This design comes from an exercise in tuning for small area, a short achievable clock period and few clock cycles per item on the open sky130 flow, not from production work.
No activity file was given, so power comes from the tool's default toggle rates.

## run 1
## sha1_block
module sha1_block (
    input wire clk,
    input wire rst,
    input wire start,
    input wire [159:0] context_in,
    input wire [511:0] block,
    output wire done,
    output wire [159:0] context_out);
reg [31:0] a, b, c;       
reg [511:0] win;         
reg [31:0] s;            
reg [31:0] pw;           
reg [31:0] yz;           
reg [6:0] cnt;           
reg [2:0] gk;            
reg [2:0] gf;            
reg busy;
reg f1, f2, f81, f82, f83;   
reg done_r;
assign done = done_r;
assign context_out = {b, rotl2(c), pw, s, a};
wire [31:0] h0 = context_in[159:128];
wire [31:0] h1 = context_in[127:96];
wire [31:0] h2 = context_in[95:64];
wire [31:0] h3 = context_in[63:32];
wire [31:0] h4 = context_in[31:0];
function [31:0] rotl5(input [31:0] x); rotl5 = {x[26:0], x[31:27]}; endfunction
function [31:0] rotr2(input [31:0] x); rotr2 = {x[1:0], x[31:2]}; endfunction
function [31:0] rotl2(input [31:0] x); rotl2 = {x[29:0], x[31:30]}; endfunction
function [31:0] rotl1(input [31:0] x); rotl1 = {x[30:0], x[31]}; endfunction
function [31:0] kconst(input [2:0] g);
    case (g)
        3'd0: kconst = 32'h5A827999;
        3'd1: kconst = 32'h6ED9EBA1;
        3'd2: kconst = 32'h8F1BBCDC;
        3'd3: kconst = 32'hCA62C1D6;
        default: kconst = 32'd0;
    endcase
endfunction
wire [31:0] wx = rotl1(win[95:64] ^ win[255:224] ^ win[447:416] ^ win[511:480]);
wire [31:0] wb = block[511 - 32*cnt[3:0] -: 32];
wire [31:0] wh = (cnt[1:0] == 2'd0) ? h4 : (cnt[1:0] == 2'd1) ? h3 : h2;
wire [31:0] wn = start ? block[511:480] : (cnt < 7'd16) ? wb : (cnt >= 7'd80) ? wh : wx;
wire [31:0] wq1 = win[31:0];                
  ...
Size in the first run: about 3,000 cells after synthesis, about 720 flip-flops, roughly 840 I/O pins, about 0.032 mm^2 of cells after synthesis.
export LEC_CHECK = 0
export CAP_MARGIN = 20
export CORE_MARGIN = 2
export CORE_UTILIZATION = 50
export PLACE_DENSITY = 0.65
export SETUP_SLACK_MARGIN = 2.7
export SLEW_MARGIN = 20
create_clock -name core_clock -period 6.0 [get_ports {clk}]
standard.sh (not shown) runs the stock make flow with config.mk's settings and CLKGATE_MAP_FILE= SYNTH_SCRIPT=/design/flow/synth_recipe.tcl, a recipe that flattens the netlist after the stock synthesis.
==> flow/flow/run.sh <==
#!/bin/bash
# The standard ORFS layout (standard.sh), except that the buffers ORFS puts on
# every input and output port are the smallest buffer cell instead of the
# resizer's default choice.
set -euo pipefail
bash standard.sh BUFFER_PORTS_ARGS="-buffer_cell sky130_fd_sc_hd__buf_1" finish > flow_make.log 2>&1
Run 1 reached the end of the flow, and the finished layout is clean on the timing, DRC and antenna checks.
--- input diff run 1..run 2 ---
Settings: SETUP_SLACK_MARGIN: 2.7 -> 2.3.
Findings:
Both conditions hold for run 2: the flow ran to the end and the final layout passed the timing, DRC and antenna checks.
Compared run 1 against run 2; final wirelength within noise.
From run 1 to run 2 the numbers moved as follows: arrival time of the worst setup path went up 0.03 ns, total power went down 2.0%, stage delay of the slowest cell on the critical path went up 0.03 ns.
Of run 2 and run 1, the higher core utilization of the finished layout belongs to run 1.
> inputs changed (run 2 -> run 3)
Settings: swapping 0.65 for 0.75 in PLACE_DENSITY; swapping 50 for 65 in CORE_UTILIZATION.
Notes after the runs:
- Run 3: PPL-0024 in I/O pin placement -> run aborted
- Diff run 3..run 2 | xor-xnor portion of the synthesized cell area | unchanged
- Per the comparison of run 3 with run 2, effective utilization at floorplan shows an increase of 16 points; compound-gate portion of the synthesized area shows no meaningful change.
What run 4 does differently from run 3 at the input level:
Settings: PLACE_DENSITY now 0.65, was 0.75; CTS_BUF_LIST now sky130_fd_sc_hd__clkbuf_4 sky130_fd_sc_hd__clkbuf_8, previously not set; CORE_UTILIZATION now 50, was 65; CTS_CLUSTER_SIZE now 30, previously not set.
### Flow results
- Status: simple logic cell fraction of the synthesized area parity (run 3, run 4)
- As far as average cell area after synthesis goes, run 3 and run 4 are indistinguishable; the numbers are identical.
- No stage failed in run 4, and the final checks on the layout all came back clean.
- Diff run 3..run 4 | flip-flop and latch count after synthesis | unchanged
- Per the comparison of run 4 with run 3, die extent in x higher; post-synthesis cell count held; synthesized area level.
- The vertical die dimension of run 4 is higher than that of run 3.
- Initial cell density of the core in run 4 vs run 3: down 16 points
- Number of standard-cell rows in the floorplan ends up higher on run 4.
- Count of unique library cells instantiated by Yosys: run 3 vs run 4 identical
No functional check of the RTL was part of any run of this note.

## port drivers added, routing unchanged
No port has a modelled driver above. Below, the same layouts with a new extraction and two added sets of constraints.
Step 1, drivers: a clkbuf_16 drives clk and a buf_2 each remaining input, both assumed.
Step 2 adds t to the input delays and takes it off the output delays; t is the mean of the earliest and latest rising clock arrival at the registers after step 1. Input paths then give back, and output paths get back, about the clock's delay inside the block.
a / b / c = no drivers / after step 1 / after step 2; a / b = the first two.
| run | t, ns | slack for setup (ns) | worst register clock-pin slew, ns | worst data-port slew with drivers (ns) | cell pins on the clock port's net |
|---|---|---|---|---|---|
| run 1 | 0.684 | 2.286 / 2.315 / 1.631 | 0.07 / 0.07 | 0.34 | 1 |
| run 2 | 0.681 | 2.258 / 2.276 / 1.620 | 0.07 / 0.07 | 0.29 | 1 |
| run 4 | 0.786 | 2.254 / 2.254 / 1.586 | 0.07 / 0.07 | 0.24 | 1 |
After both steps setup and hold are still met in every run listed. The setup slack of run 4, which loses most, moves by 0.000 ns with the drivers and by -0.668 ns with both steps.
